This design comes from an exercise in tuning for small area on the open sky130 flow, not from production work.
RTL that was checked went through simulation tests only; none was proved equivalent to the original.
The RTL of runs 2 to 4 was laid out without a check of its function.
Power is estimated from default activity; no workload was simulated.

### run.sh
#!/bin/bash
# synth_recipe.tcl (not shown) runs the flow's synth.tcl, then flattens the netlist and writes it again
# the make line also repeats each setting of config.mk as NAME=value (left out here)
make -C /OpenROAD-flow-scripts/flow DESIGN_CONFIG=/design/flow/config.mk WORK_HOME=/design/flow/orfs CLKGATE_MAP_FILE= SYNTH_SCRIPT=/design/flow/synth_recipe.tcl finish
### design.v
`timescale 1ns / 1ps
module synchronizer #(
    parameter WIDTH = 1
    ) (
    input wire clk,
    input wire [WIDTH-1:0] asynclk,
    output reg [WIDTH-1:0] syn_clk
    );
    reg [WIDTH-1:0] sync1;
always @(posedge clk)
begin
    sync1 <= asynclk;
    syn_clk <= sync1;
end
endmodule
`timescale 1ns / 1ps
module odd_detector(
    input wire clk,
    input wire reset,
    input wire [7:0] integers,
    input wire [7:0] N,
    input wire latch_in,
    output wire [7:0] out_value,
    output wire ready
    );
    wire sync_latch_in;
    wire [7:0] sync_integers;
    wire [7:0] sync_N;
    synchronizer #(.WIDTH(17)) in_sync(
        .clk(clk),
        .asynclk({latch_in, N, integers}),
        .syn_clk({sync_latch_in, sync_N, sync_integers}));
    reg latch_d_reg;         
    reg [7:0] cnt_reg;       
    reg [7:0] xor_reg;       
    wire latch_edge = sync_latch_in & ~latch_d_reg;
    wire first = (cnt_reg == 8'd0);
    wire [7:0] cnt_inc = cnt_reg + 8'd1;
    wire last = (cnt_inc == sync_N);
    assign out_value = (first ? 8'h00 : xor_reg) ^ sync_integers;
    assign ready = latch_edge & last;
    always @(posedge clk)
        latch_d_reg <= sync_latch_in;
    always @(posedge clk)
        if (latch_edge)
            xor_reg <= out_value;
    always @(posedge clk, posedge reset) begin
        if (reset)
            cnt_reg <= 8'd0;
        else if (latch_edge)
            cnt_reg <= last ? 8'd0 : cnt_inc;
    end
endmodule
### config.mk
export PLATFORM = sky130hd
export DESIGN_NAME = odd_detector
export DESIGN_NICKNAME = odd_detector
export VERILOG_FILES = /design/flow/design.v
export SDC_FILE = /design/flow/constraint.sdc
export NUM_CORES = 8
export LEC_CHECK = 0
export CAP_MARGIN = 20
export CORE_MARGIN = 2
export CORE_UTILIZATION = 30
export SLEW_MARGIN = 40
### constraint.sdc
create_clock -name core_clock -period 10.0 [get_ports {clk}]
set_input_delay 2.0000 -clock core_clock [delete_from_list [all_inputs] [get_ports {clk}]]
set_output_delay 2.0000 -clock core_clock [all_outputs]
set_load 0.01 [all_outputs]
==> run_results.csv, run 1 <==
group,metric,value,unit
setup_path,crit_path_start,"cnt_reg[0]$_DFFE_PP0P_",
route,viasPerCell,4.23,
layout,layout_commonest_cell,"dfxtp_1",
status,status,"no timing/DRC/antenna violations",
min_path,worstHoldEndpoint,"in_sync.syn_clk[10]$_DFF_P_",
setup_path,r2r-end,"cnt_reg[7]$_DFFE_PP0P_",
layout,final_cell_mix,"35 x dfxtp_1, 27 x clkdlybuf4s50_1, 18 x nand2_1, 15 x xnor2_1",
clock_network,clockRootBuffer,"clkbuf_8",
placement,gp_congestion,0.770,
pwr,irDropWorstVdd,0.0954,mV
die,dieWidth,81.0,um
sta,drv_slew,0,
clock_network,post_cts_buffers,0,
die,core_region_area,5820,um2
synth,syn_inst,144,
setup_path,path_delay_family,"compound AO/OA/AOI/OAI gates",
setup_path,cp_slowest_stage_delay,0.55,ns
setup_path,critPathMaxFanout,8,
sta,setup_tns,0,ns
sta,report.final.setup_viol,0,
synth,synth.avg_cell_area,12.3,um2
die,start_util,30.6,%
route,vias,1050,
route,post_drt_wl_per_cell,11.4,um
clock_network,htreeDepth,2,
sta,finalCritPeriodShare,50.9,%
route,firstDrtPassIters,4,
sta,hold_violations,0,
clock_network,max-clock-path-buffers,2,
layout,insertedDiodeCount,0,
die,rows,28,
global_routing,grt_max_degree,17,
global_routing,antenna_found_initial,0,
global_routing,first_global_vias,978,
synth,synth_nets,165,
setup_path,slowest_stage,"a2111oi_4",
clock_network,clk_pin_slew_worst_paths,0.09,ns
clock_network,cts_tree,"yes",
min_path,worstHoldStart,"in_sync.sync1[10]$_DFF_P_",
setup_path,worstPathRequired,8.00,ns
setup_path,r2r_slack,7.56,ns
sta,relSlewSlack,62.3,%
synth,yosys.area.top_type,"dfxtp_1",
clock_network,cts_resized,0,
layout,reg.largest.list,"in_sync.syn_clk x17, in_sync.sync1 x17",
synth,synth.cell_area,1780,um2
global_routing,grt_overflow,0,
min_path,whs_path_depth,0,
global_routing,grt_pass1_wl,4520,um
route,wl,2820,um
layout,fin_nets,193,
sta,post-route-min-period,5.09,ns
setup_path,critPathBufInv,1,
clock_network,clk_latency,0.30,ns
sta,fmax,196,MHz
setup_path,crit-reg2reg-launch,"cnt_reg[0]$_DFFE_PP0P_",
route,drc,0,
synth,synth_top_flop_cell,"dfxtp_1",
synth,yosysUniqueCellTypes,40,
setup_path,reg2reg_depth,7,
pwr,power_density,191,nW/um2
die,dieArea,6550,um2
die,io_pins,28,
sta,rsz0062_at_grt,"false",
min_path,min_path_type,"flop to flop",
layout,final_util,37.7,%
pwr,p_total,420,uW
route,antenna_left,0,
synth,yosysWarnings,2,
global_routing,track_usage,9.28,%
route,drt_iter0_drc,32,
clock_network,postCtsHoldBufs,0,
setup_path,path_cells,"ha_1 > a21o_1 > a211o_2 > o311a_1 > a2111oi_4 > and2_4 > clkdlybuf4s50_1",
synth,synth_edf_count,8,
flow_run,drv_cap,0,
clock_network,numCtsBuffers,5,
synth,yosys-top-cells-area,"dfxtp_1 39%, edfxtp_1 14%, dfrtp_1 11%",
layout,area_growth,23.5,%
sta,fin_skew,0.0116,ns
synth,synth-seq-cells,51,
setup_path,critPathKind,"flop to output port",
layout,drive_gt1_share,9.25,%
sta,worstMarginPinSlew,0.566,ns
die,die_h,81.0,um
synth,synth_top_area_share,39.4,%
clock_network,cts_sinks,51,
layout,fillers,591,
synth,ys_seq_area_share,64.2,%
placement,io_buffers,27,
setup_path,start_kind,"flop",
synth,async_flop_share,15.7,%
setup_path,crit_arrival,3.09,ns
placement,dp_hpwl,1990,um
setup_path,end_kind,"output port",
pwr,leakage,0.000836,uW
[synth_stat cells (2+ instances only)]
cell      count
dfxtp_1      35
nand2_1      18
xnor2_1      15
dfrtp_1       8
edfxtp_1      8
a21o_1        5
nand3_1       5
a21oi_1       4
inv_1         4
nand2b_1      4
xor2_1        4
or3_1         3
buf_2         2
clkbuf_1      2
ha_1          2
[metrics by stage]
stage                     hold WS (ns)  worst slack [ns]  instances  area (um2)
after global routing             0.336              4.75        248        2190
after detailed placement         0.314              5.24        240        2100
after global placement           0.312              5.28        240        2100
after floorplan                  0.310              5.94        144        1780
final                            0.324              4.91        248        2190
after CTS                        0.327              4.87        248        2190
[where the power goes]
part / total (uW) / leakage, uW / switching (uW) / internal, uW
clock: 115 / 0.0000418 / 65.9 / 48.8
sequential: 236 / 0.000456 / 12.2 / 224
combinational: 68.7 / 0.000338 / 32.1 / 36.6
[cell families after synthesis]
| kind of cell | after synthesis | share of synthesized area, % |
|---|---|---|
| adder cells (fa/ha/maj) | 2 | 1.41 |
| buffers and inverters | 11 | 3.10 |
| AO/OA/AOI/OAI | 20 | 9.65 |
| XOR/XNOR | 19 | 9.37 |
| AND/OR/NAND/NOR | 41 | 12.3 |
| flip-flops | 51 | 64.2 |
[final cells by class]
| type | instances | area, um2 | share of cell area, % |
|---|---|---|---|
| inverters | 5 | 18.8 | 0.856 |
| flip-flops and latches | 51 | 1140 | 52.0 |
| repair buffers | 27 | 270 | 12.3 |
| clock buffers | 5 | 68.8 | 3.14 |
| multi-input cells | 82 | 581 | 26.5 |
| clock inverters | 3 | 20.0 | 0.913 |
| well taps | 75 | 93.8 | 4.28 |
[how the worst max path moves through the flow]
stage / endpoint / slack, ns / cells after the start
after floorplan: ready / 5.94 / 7
after global placement: ready / 5.28 / 7
after detailed placement: ready / 5.24 / 7
after CTS: ready / 4.87 / 7
after global routing: ready / 4.75 / 7
final: ready / 4.91 / 7
[metal layers]
| metal | GRT usage, % | part of all wire, % |
|---|---|---|
| met2 | 14.3 | 48 |
| met3 | 3.00 | 4.0 |
| met4 | 4.58 | 1.7 |
| met5 | 0 | 0 |
| met1 | 11.7 | 46 |
==> inputs of run 2 (changes only) <==
--- a/design.v
+++ b/design.v
@@ -34,9 +34,9 @@
     reg [7:0] cnt_reg;       
     reg [7:0] xor_reg;       
     wire latch_edge = sync_latch_in & ~latch_d_reg;
-    wire first = (cnt_reg == 8'd0);
+    wire first = (cnt_reg == 8'd1);
     wire [7:0] cnt_inc = cnt_reg + 8'd1;
-    wire last = (cnt_inc == sync_N);
+    wire last = (cnt_reg == sync_N);
     assign out_value = (first ? 8'h00 : xor_reg) ^ sync_integers;
     assign ready = latch_edge & last;
     always @(posedge clk)
@@ -46,8 +46,8 @@
             xor_reg <= out_value;
     always @(posedge clk, posedge reset) begin
         if (reset)
-            cnt_reg <= 8'd0;
+            cnt_reg <= 8'd1;
         else if (latch_edge)
-            cnt_reg <= last ? 8'd0 : cnt_inc;
+            cnt_reg <= last ? 8'd1 : cnt_inc;
     end
 endmodule
--- a/config.mk
+++ b/config.mk
@@ -5,7 +5,9 @@
 export SDC_FILE = /design/flow/constraint.sdc
 export NUM_CORES = 8
 export LEC_CHECK = 0
+export ABC_AREA = 0
 export CAP_MARGIN = 20
 export CORE_MARGIN = 2
-export CORE_UTILIZATION = 30
+export CORE_UTILIZATION = 70
+export CTS_BUF_LIST = sky130_fd_sc_hd__clkbuf_8
 export SLEW_MARGIN = 40
==> run 2 against run 1 <==
  * Clock power rose by 29%
  * First-iteration DRC count rose by 16%
  * Die area fell by 58%
  * Setup slack improved by 0.43 ns
  * Via count fell by 2.4%
  * Routed wire length rose by 34%
  * Flip-flop and latch count did not move
  * Clock skew fell by 0.0049 ns
  * Critical path type unchanged
  * Non-clock buffer count did not move
  * Still clean on timing, DRC and antenna
  * Clock-buffer cell count rose by 1
  * Maximum frequency rose by 9.1%
==> run_results.csv, run 2 <==
group,metric,value,unit
synth,synth-seq-cells,51,
layout,final_cells,183,
synth,synth-simple-area-share,12.7,%
pwr,power_density,217,nW/um2
layout,drive_gt1_share,11.6,%
synth,synthAdderAreaFrac,1.52,%
sta,drv_slew,0,
synth,syn_inst,123,
setup_path,path_depth,6,
synth,ys_seq_area_share,69.4,%
setup_path,r2r_slack,8.06,ns
setup_path,critPathMaxFanout,8,
pwr,netSwitchingPower,109,uW
global_routing,first_global_vias,1088,
pwr,power.internal,335,uW
synth,synth_edf_count,8,
setup_path,path_cells,"ha_1 > nor4b_2 > nand2_1 > nand2_1 > xnor2_1 > clkdlybuf4s50_1",
clock_network,cts_sinks,51,
synth,synth.avg_cell_area,13.4,um2
route,firstDrtPassIters,7,
status,status,"no timing/DRC/antenna violations",
min_path,whs_path_depth,0,
layout,insertedDiodeCount,0,
global_routing,grt_max_degree,16,
min_path,min_path_type,"flop to flop",
pwr,leakage,0.000822,uW
global_routing,grt_overflow,0,
clock_network,numCtsBuffers,5,
sta,hold-worst-slack,0.332,ns
placement,dp_hpwl,1940,um
setup_path,critPathKind,"flop to output port",
die,dieWidth,52.5,um
flow_run,drv_cap,0,
sta,fin_ws,5.34,ns
clock_network,clk_pin_slew_worst_paths,0.09,ns
synth,synthMuxAreaShare,2.51,%
route,drt_iter0_drc,37,
clock_network,cts_resized,0,
route,vias,1025,
synth,synth_common_cells,"35 x dfxtp_1, 18 x xnor2_1, 16 x nand2_1",
clock_network,htreeDepth,2,
layout,final_cell_mix,"35 x dfxtp_1, 27 x clkdlybuf4s50_1, 18 x xnor2_1, 16 x nand2_1, 11 x nor2_1",
layout,fin_nets,175,
clock_network,clockRootBuffer,"clkbuf_8",
sta,finalCritPeriodShare,46.6,%
die,core_region_area,2210,um2
synth,synth_compound_area_share,1.37,%
global_routing,track_usage,31.6,%
synth,synth.cell_area,1650,um2
setup_path,reg2reg_depth,5,
placement,dp_cells,175,
synth,post-synth-top-count-cell,"dfxtp_1",
sta,hold_violations,0,
route,viasPerCell,5.60,
die,rows,17,
synth,yosysWarnings,2,
layout,layout_commonest_cell,"dfxtp_1",
placement,gp_congestion,0.841,
sta,setup_tns,0,ns
synth,synth_top_family_by_area,"simple AND/OR/NAND/NOR gates",
sta,worstMarginPinSlew,0.461,ns
pwr,combPwrFrac,12.7,%
layout,reg.largest.list,"in_sync.syn_clk x17, in_sync.sync1 x17",
clock_network,postCtsHoldBufs,0,
setup_path,slowest_stage,"dfstp_2",
route,post_drt_wl_per_cell,20.7,um
synth,synth_top_flop_cell,"dfxtp_1",
sta,rsz0062_at_grt,"false",
placement,place_ws,5.90,ns
synth,yosysUniqueCellTypes,25,
setup_path,crit_arrival,2.66,ns
placement,io_buffers,27,
pwr,irDropWorstVdd,0.254,mV
clock_network,post_cts_buffers,0,
global_routing,grt_pass1_wl,5630,um
synth,yosys.area.top_type,"dfxtp_1",
setup_path,end_kind,"output port",
route,antenna_left,0,
layout,area_growth,24.4,%
pwr,power_frac_seq,54.0,%
clock_network,clk_latency,0.31,ns
pwr,swShare,24.6,%
setup_path,start_kind,"flop",
global_routing,antenna_found_initial,0,
setup_path,cp_slowest_stage_delay,0.63,ns
synth,synth_top_area_share,42.6,%
die,dieArea,2760,um2
pwr,clkPwrFrac,33.2,%
synth,async_flop_share,15.7,%
die,io_pins,28,
synth,yosys-top-cells-area,"dfxtp_1 43%, edfxtp_1 15%, dfrtp_1 11%",
route,drc,0,
sta,fin_skew,0.00669,ns
sta,relSlewSlack,69.2,%
layout,fillers,68,
route,wl,3790,um
die,die_h,52.5,um
sta,post-route-min-period,4.66,ns
setup_path,worstPathRequired,8.00,ns
sta,fmax,214,MHz
synth,synth_nets,144,
setup_path,path_delay_family,"simple AND/OR/NAND/NOR gates",
setup_path,critPathBufInv,1,
clock_network,cts_tree,"yes",
die,start_util,74.4,%
setup_path,cp_common_cell,"nand2_1",
sta,report.final.setup_viol,0,
synth,synth_xor_area_share,10.6,%
clock_network,max-clock-path-buffers,2,
==> run 2: routing by layer <==
layer | share of wire [%] | GRT usage, % | wire, um
met5 | 0 | 0 | 0
met1 | 37 | 34.1 | 1420
met4 | 3.6 | 17.5 | 138
met2 | 51 | 52.7 | 1940
met3 | 7.7 | 12.0 | 290
==> run 2: area by class of cell <==
cell class              count  area [um2]  share of cell area [%]
repair buffers             27         270                    13.2
clock buffers               6        82.6                    4.03
inverters                   3        11.3                   0.550
clock inverters             2        35.0                    1.71
well taps                  28        35.0                    1.71
flip-flops and latches     51        1140                    55.8
multi-input cells          66         472                    23.0
==> run 2: path summary, 6_finish.rpt <==
| path | start | end |
|---|---|---|
| min reg2reg | in_sync.sync1[6]$_DFF_P_ | in_sync.syn_clk[6]$_DFF_P_ |
| min in group asynchronous | reset | cnt_reg[4]$_DFFE_PP0P_ |
| max | cnt_reg[0]$_DFFE_PP1P_ | out_value[7] |
| min | in_sync.sync1[6]$_DFF_P_ | in_sync.syn_clk[6]$_DFF_P_ |
| max reg2reg | cnt_reg[0]$_DFFE_PP1P_ | xor_reg[7]$_DFFE_PP_ |
| max in group asynchronous | reset | cnt_reg[0]$_DFFE_PP1P_ |
==> run 2: cell families after synthesis <==
kind of cell,Yosys count
flip-flops,51
multiplexers,4
AO/OA/AOI/OAI,4
AND/OR/NAND/NOR,37
adder cells (fa/ha/maj),2
buffers and inverters,6
XOR/XNOR,19
==> run 2: power groups by stage <==
stage	Clock (uW)	Sequential (uW)	Combinational [uW]
after floorplan	0	237	32.4
after global placement	0	241	47.6
after detailed placement	0	242	51.1
after CTS	149	240	56.5
after global routing	157	242	60.6
final	148	240	56.6
==> run 2: metrics by stage <==
step           utilization (%)  power, uW  instance area (um2)
6_report                  92.6        445                 2050
5_1_grt                   92.6        459                 2050
4_1_cts                   92.6        445                 2050
3_5_place_dp              87.3        293                 1930
3_3_place_gp              87.3        289                 1930
2_1_floorplan                -        270                 1650
==> inputs of run 3 (changes only) <==
==> flow/run.sh (new file) <==
#!/bin/bash
# Standard ORFS layout with small port buffers and a lean clock tree.
set -euo pipefail
export BUFFER_PORTS_ARGS="-buffer_cell sky130_fd_sc_hd__buf_1"
export CTS_ARGS="-sink_clustering_enable -repair_clock_nets -dont_use_dummy_load -buf_list sky130_fd_sc_hd__clkbuf_8"
bash standard.sh > standard.log 2>&1
==> standard.sh (new file) <==
#!/bin/bash
# synth_recipe.tcl (not shown) runs the flow's synth.tcl, then flattens the netlist and writes it again
# the make line also repeats each setting of config.mk as NAME=value (left out here)
make -C /OpenROAD-flow-scripts/flow DESIGN_CONFIG=/design/flow/config.mk WORK_HOME=/design/flow/orfs CLKGATE_MAP_FILE= SYNTH_SCRIPT=/design/flow/synth_recipe.tcl "${@:-finish}"
--- a/config.mk
+++ b/config.mk
@@ -5,9 +5,7 @@
 export SDC_FILE = /design/flow/constraint.sdc
 export NUM_CORES = 8
 export LEC_CHECK = 0
-export ABC_AREA = 0
 export CAP_MARGIN = 20
 export CORE_MARGIN = 2
 export CORE_UTILIZATION = 70
-export CTS_BUF_LIST = sky130_fd_sc_hd__clkbuf_8
 export SLEW_MARGIN = 40
removed: run.sh
==> run 3 against run 2 <==
  * Cell area down 11%
  * Setup slack better by 0.71 ns
  * Core utilization down 9.8 points
  * Hold slack got worse by 0.0025 ns
  * Still clean
==> run_results.csv, run 3 <==
group,metric,value,unit
synth,post-synth-top-count-cell,"dfxtp_1",
layout,final_cell_mix,"35 x dfxtp_1, 27 x buf_1, 18 x xnor2_1, 16 x nand2_1, 11 x nor2_1",
synth,synth_nets,144,
sta,finalCritPeriodShare,39.5,%
layout,fin_nets,175,
sta,fin_ws,6.05,ns
synth,yosys-top-cells-area,"dfxtp_1 43%, edfxtp_1 15%, dfrtp_1 11%",
clock_network,post_cts_buffers,0,
route,viasPerCell,4.99,
placement,io_buffers,27,
clock_network,cts_tree,"yes",
layout,area_growth,11.2,%
setup_path,crit_arrival,1.95,ns
pwr,power_density,205,nW/um2
min_path,min_path_type,"flop to flop",
clock_network,clk_pin_slew_worst_paths,0.07,ns
sta,rsz0062_at_grt,"false",
route,drc,0,
pwr,leakage,0.000724,uW
pwr,combPwrFrac,10.3,%
synth,yosys.area.top_type,"dfxtp_1",
route,wl,2190,um
global_routing,grt_overflow,0,
placement,place_ws,6.35,ns
die,dieArea,2760,um2
global_routing,track_usage,18.1,%
layout,reg.largest.list,"in_sync.syn_clk x17, in_sync.sync1 x17",
sta,post-route-min-period,3.95,ns
setup_path,critPathKind,"flop to output port",
synth,syn_inst,123,
synth,synth_edf_count,8,
route,vias,898,
clock_network,htreeDepth,2,
die,rows,17,
route,post_drt_wl_per_cell,12.2,um
layout,insertedDiodeCount,0,
synth,synth_top_flop_cell,"dfxtp_1",
synth,synth-seq-cells,51,
clock_network,cts_resized,0,
synth,synth_common_cells,"35 x dfxtp_1, 18 x xnor2_1, 16 x nand2_1",
setup_path,worstPathRequired,8.00,ns
route,firstDrtPassIters,4,
sta,setup_tns,0,ns
clock_network,clk_latency,0.29,ns
sta,report.final.setup_viol,0,
synth,async_flop_share,15.7,%
die,dieWidth,52.5,um
status,status,"no timing/DRC/antenna violations",
pwr,clkPwrFrac,26.3,%
synth,synth.cell_area,1650,um2
layout,fillers,133,
synth,yosysUniqueCellTypes,25,
pwr,power.internal,289,uW
clock_network,cts_sinks,51,
sta,fin_skew,0.0181,ns
synth,synth.avg_cell_area,13.4,um2
placement,dp_hpwl,1670,um
placement,gp_congestion,0.821,
layout,drive_gt1_share,9.87,%
flow_run,drv_cap,0,
sta,hold_violations,0,
sta,drv_slew,0,
pwr,power_frac_seq,63.4,%
clock_network,clockRootBuffer,"clkbuf_8",
die,die_h,52.5,um
clock_network,numCtsBuffers,5,
pwr,p_total,375,uW
synth,synth_top_area_share,42.6,%
setup_path,critPathMaxFanout,8,
synth,yosysWarnings,2,
clock_network,postCtsHoldBufs,0,
layout,layout_commonest_cell,"dfxtp_1",
global_routing,first_global_vias,862,
global_routing,grt_pass1_wl,3460,um
pwr,netSwitchingPower,86.4,uW
die,io_pins,28,
clock_network,max-clock-path-buffers,2,
sta,worstMarginPinSlew,0.397,ns
pwr,irDropWorstVdd,0.193,mV
global_routing,grt_max_degree,17,
setup_path,end_kind,"output port",
route,antenna_left,0,
setup_path,start_kind,"flop",
route,drt_iter0_drc,32,
die,core_region_area,2210,um2
global_routing,antenna_found_initial,0,
die,start_util,74.4,%
pwr,swShare,23.0,%
synth,ys_seq_area_share,69.4,%
sta,fmax,253,MHz
sta,relSlewSlack,73.5,%
run 3: cell count changes in the layout (fill, tap and decap cells not counted), sizes merged:
| cell | change |
|---|---|
| bufinv | -1 |
| clkinv | -1 |
| clkbuf | -1 |
| buf | +27 |
| clkdlybuf4s50 | -27 |
run 3: final timing paths:
path                            slack [ns]                          end                       from  cells past startpoint
worst max register to register        8.33         xor_reg[4]$_DFFE_PP_     cnt_reg[0]$_DFFE_PP1P_                      5
max in group asynchronous             8.10       cnt_reg[0]$_DFFE_PP1P_                      reset                      2
worst min-delay path                  0.33  in_sync.syn_clk[16]$_DFF_P_  in_sync.sync1[16]$_DFF_P_                      0
min in group asynchronous             1.63       cnt_reg[2]$_DFFE_PP0P_                      reset                      2
worst max-delay path                  6.05                 out_value[5]     cnt_reg[0]$_DFFE_PP1P_                      6
worst min register to register        0.33  in_sync.syn_clk[16]$_DFF_P_  in_sync.sync1[16]$_DFF_P_                      0
run 3: metal layers:
layer / track usage (%) / vias to the layer above / wire [um]
met5: 0 / - / 0
li1: - / 454 / -
met3: 6.00 / 5 / 130
met1: 20.8 / 409 / 964
met2: 30.0 / 30 / 1070
met4: 8.97 / 0 / 27
run 3: per-stage QoR:
stage               area, um2  cells  hold WS, ns  utilization (%)
finish                   1830    180        0.329             82.7
global route             1830    180        0.333             82.7
CTS                      1830    180        0.330             82.7
floorplan                1650    123        0.310                -
detailed placement       1760    175        0.312             79.6
global placement         1760    175        0.310             79.6
run 3: power groups by stage:
stage | Sequential, uW | Combinational (uW) | Clock (uW)
after floorplan | 237 | 32.4 | 0
after global routing | 240 | 43.4 | 107
after CTS | 238 | 39.3 | 101
after global placement | 242 | 37.6 | 0
after detailed placement | 242 | 39.2 | 0
final | 238 | 38.8 | 98.8
run 3: cell type report:
type,count,area (um2),area share [%]
timing repair buffer,27,101,5.54
inverter,3,11.3,0.615
tap,28,35.0,1.91
sequential,51,1140,62.4
multi-input combinational,66,472,25.8
clock buffer,5,68.8,3.76
run 3: kinds of logic (layout without fill, tap and decap cells):
| group | Yosys count | count (layout) | share of synthesized area [%] |
|---|---|---|---|
| DFF | 51 | 51 | 69.4 |
| and+or+nand+nor | 37 | 37 | 12.7 |
| xor gates and xnor gates | 19 | 19 | 10.6 |
| buffers and inverters | 6 | 35 | 1.98 |
| AOI/OAI and AO/OA | 4 | 4 | 1.37 |
| muxes | 4 | 4 | 2.51 |
| adders and majority gates | 2 | 2 | 1.52 |
run 3: worst max-delay path, stage by stage, from the launching register on:
cell,delay [ns]
dfstp_2,0.60
ha_1,0.17
nor4b_2,0.21
nand2_1,0.22
nand2_1,0.15
xnor2_1,0.14
buf_1,0.18
==> inputs of run 4 (changes only) <==
==> flow/run.sh (replaced) <==
#!/bin/bash
# Standard ORFS layout with small port buffers and a lean clock tree.
set -euo pipefail
export BUFFER_PORTS_ARGS="-buffer_cell sky130_fd_sc_hd__buf_1"
export CTS_ARGS="-sink_clustering_enable -repair_clock_nets -dont_use_dummy_load -buf_list sky130_fd_sc_hd__clkbuf_16 -sink_clustering_size 60 -sink_clustering_max_diameter 200"
bash standard.sh > standard.log 2>&1
==> run 4 against run 3 <==
  * Maximum frequency fell by 0.76%
  * Clock-buffer cell count did not move
  * Power up 14%
  * Clock skew decreased by 0.0027 ns
  * Sequential share of layout area is 1.9 points lower
  * Critical endpoint is now out_value[0]
  * Highest routed layer unchanged
==> run_results.csv, run 4 <==
group,metric,value,unit
synth,async_flop_share,15.7,%
pwr,clkPwrFrac,34.7,%
route,drt_iter0_drc,18,
clock_network,postCtsHoldBufs,0,
layout,fillers,118,
synth,yosys-top-cells-area,"dfxtp_1 43%, edfxtp_1 15%, dfrtp_1 11%",
synth,synth_top_area_share,42.6,%
placement,io_buffers,27,
setup_path,crit_arrival,1.98,ns
pwr,irDropWorstVdd,0.215,mV
global_routing,grt_pass1_wl,4200,um
clock_network,htreeDepth,2,
layout,layout_commonest_cell,"dfxtp_1",
sta,fin_ws,6.02,ns
layout,final_cell_mix,"35 x dfxtp_1, 27 x buf_1, 18 x xnor2_1, 16 x nand2_1, 11 x nor2_1",
sta,post-route-min-period,3.98,ns
global_routing,grt_max_degree,17,
setup_path,end_kind,"output port",
setup_path,critPathMaxFanout,8,
global_routing,met2_usage,39.0,%
sta,finalCritPeriodShare,39.8,%
die,io_pins,28,
sta,drv_slew,0,
setup_path,worstPathRequired,8.00,ns
status,status,"no timing/DRC/antenna violations",
clock_network,clk_pin_slew_worst_paths,0.06,ns
placement,dp_cells,175,
synth,synth_edf_count,8,
synth,synth_nets,144,
synth,post-synth-top-count-cell,"dfxtp_1",
synth,synth.avg_cell_area,13.4,um2
sta,fmax,251,MHz
pwr,netSwitchingPower,96.0,uW
pwr,swShare,22.4,%
sta,worstMarginPinSlew,0.403,ns
clock_network,clk_latency,0.28,ns
global_routing,use_met1,26.4,%
die,core_region_area,2210,um2
clock_network,clockRootBuffer,"clkbuf_16",
pwr,leakage,0.000749,uW
global_routing,track_usage,22.5,%
sta,setup_tns,0,ns
pwr,power_frac_seq,55.7,%
placement,place_ws,6.35,ns
pwr,power_density,227,nW/um2
pwr,combPwrFrac,9.6,%
setup_path,critPathKind,"flop to output port",
synth,ys_seq_area_share,69.4,%
sta,report.final.setup_viol,0,
sta,relSlewSlack,73.1,%
synth,syn_inst,123,
layout,multi_input_area,472,um2
route,wl,2670,um
min_path,min_path_type,"flop to flop",
clock_network,cts_resized,0,
die,die_h,52.5,um
global_routing,grt_overflow,0,
sta,hold_violations,0,
synth,yosysWarnings,2,
layout,fin_nets,175,
layout,drive_gt1_share,9.87,%
layout,final_cells,180,
route,antenna_left,0,
route,firstDrtPassIters,4,
route,viasPerCell,5.16,
clock_network,numCtsBuffers,5,
flow_run,drv_cap,0,
global_routing,busiest_layer,"met2",
global_routing,use_met3,6.00,%
layout,ff_latch_area,1140,um2
synth,synth-seq-cells,51,
route,vias,928,
die,rows,17,
die,start_util,74.4,%
layout,area_growth,14.6,%
layout,insertedDiodeCount,0,
global_routing,first_global_vias,921,
synth,synth_top_flop_cell,"dfxtp_1",
placement,dp_hpwl,1670,um
clock_network,post_cts_buffers,0,
synth,synth.cell_area,1650,um2
global_routing,antenna_found_initial,0,
sta,rsz0062_at_grt,"false",
synth,yosys.area.top_type,"dfxtp_1",
clock_network,cts_tree,"yes",
die,dieArea,2760,um2
pwr,power.internal,333,uW
synth,yosysUniqueCellTypes,25,
route,post_drt_wl_per_cell,14.8,um
clock_network,max-clock-path-buffers,2,
sta,fin_skew,0.0154,ns
setup_path,start_kind,"flop",
placement,gp_congestion,0.821,
synth,synth_common_cells,"35 x dfxtp_1, 18 x xnor2_1, 16 x nand2_1",
clock_network,cts_sinks,51,
die,dieWidth,52.5,um
route,drc,0,
layout,reg.largest.list,"in_sync.syn_clk x17, in_sync.sync1 x17",
run 4: worst paths after layout:
check	from	to	slack, ns	cells past startpoint
hold reg to reg	in_sync.sync1[16]$_DFF_P_	in_sync.syn_clk[16]$_DFF_P_	0.33	0
setup reg to reg	cnt_reg[0]$_DFFE_PP1P_	xor_reg[0]$_DFFE_PP_	8.28	5
max in group asynchronous	reset	cnt_reg[0]$_DFFE_PP1P_	8.09	2
setup / recovery	cnt_reg[0]$_DFFE_PP1P_	out_value[0]	6.02	6
hold / removal	in_sync.sync1[16]$_DFF_P_	in_sync.syn_clk[16]$_DFF_P_	0.33	0
min in group asynchronous	reset	cnt_reg[2]$_DFFE_PP0P_	1.64	2
run 4: final cells by class:
class / count / area share [%]
tap: 28 / 1.86
inverter: 3 / 0.597
sequential: 51 / 60.5
timing repair buffer: 27 / 5.37
clock buffer: 5 / 6.63
multi-input combinational: 66 / 25.0
run 4: worst max-delay path, stage by stage (launching register included):
cell and delay, ns:
dfstp_2 0.59, ha_1 0.17, nor4b_2 0.21, nand2_1 0.23, nand2_1 0.16, xnor2_1 0.16, buf_1 0.19
run 4: layer usage:
layer  up-vias  part of all wire, %
met1       426                   41
met5         -                    0
met4         0                  1.5
li1        454                    -
met2        43                   51
met3         5                  6.0
run 4: power groups by stage:
stage / Clock, uW / Sequential (uW) / Combinational [uW]
floorplan: 0 / 237 / 32.4
detailed placement: 0 / 242 / 39.2
finish: 149 / 239 / 40.9
CTS: 150 / 239 / 41.5
global route: 156 / 241 / 45.4
global placement: 0 / 242 / 37.6
run 4: cell families after synthesis:
| kind of cell | share of synthesized area [%] |
|---|---|
| xor+xnor | 10.6 |
| buf+inv | 1.98 |
| fa+ha+maj | 1.52 |
| simple gates | 12.7 |
| flops | 69.4 |
| compound gates | 1.37 |
| mux | 2.51 |
run 4: stage by stage:
step	util [%]	hold slack, ns	area [um2]	power, uW
2_1_floorplan	-	0.310	1650	270
3_3_place_gp	79.6	0.310	1760	279
3_5_place_dp	79.6	0.312	1760	282
4_1_cts	85.3	0.326	1890	430
5_1_grt	85.3	0.328	1890	443
6_report	85.3	0.325	1890	429

## re-timing with driven ports
Ports are ideal in the flow. The routed layouts listed here were re-timed in OpenROAD. Step 1 sets driving cells, clkbuf_16 on the clock port and buf_2 on the other inputs (assumed; they add their load-dependent delay and slew). Step 2 also shifts input and output timing later by t, the mid clock arrival at the registers, as if the neighbouring blocks saw the same clock. Three values: no drivers, after step 1, after step 2; two values: the first two.
run | t (ns) | setup WS [ns] | clock arrival spread, ns
run 1 | 0.321 | 4.911 / 4.887 / 5.208 | 0.011 / 0.012
run 2 | 0.328 | 5.337 / 5.311 / 5.639 | 0.007 / 0.007
run 3 | 0.306 | 6.051 / 6.028 / 6.335 | 0.018 / 0.019
run 4 | 0.304 | 6.021 / 5.994 / 6.298 | 0.015 / 0.016
After both steps setup and hold are still met in every run listed.
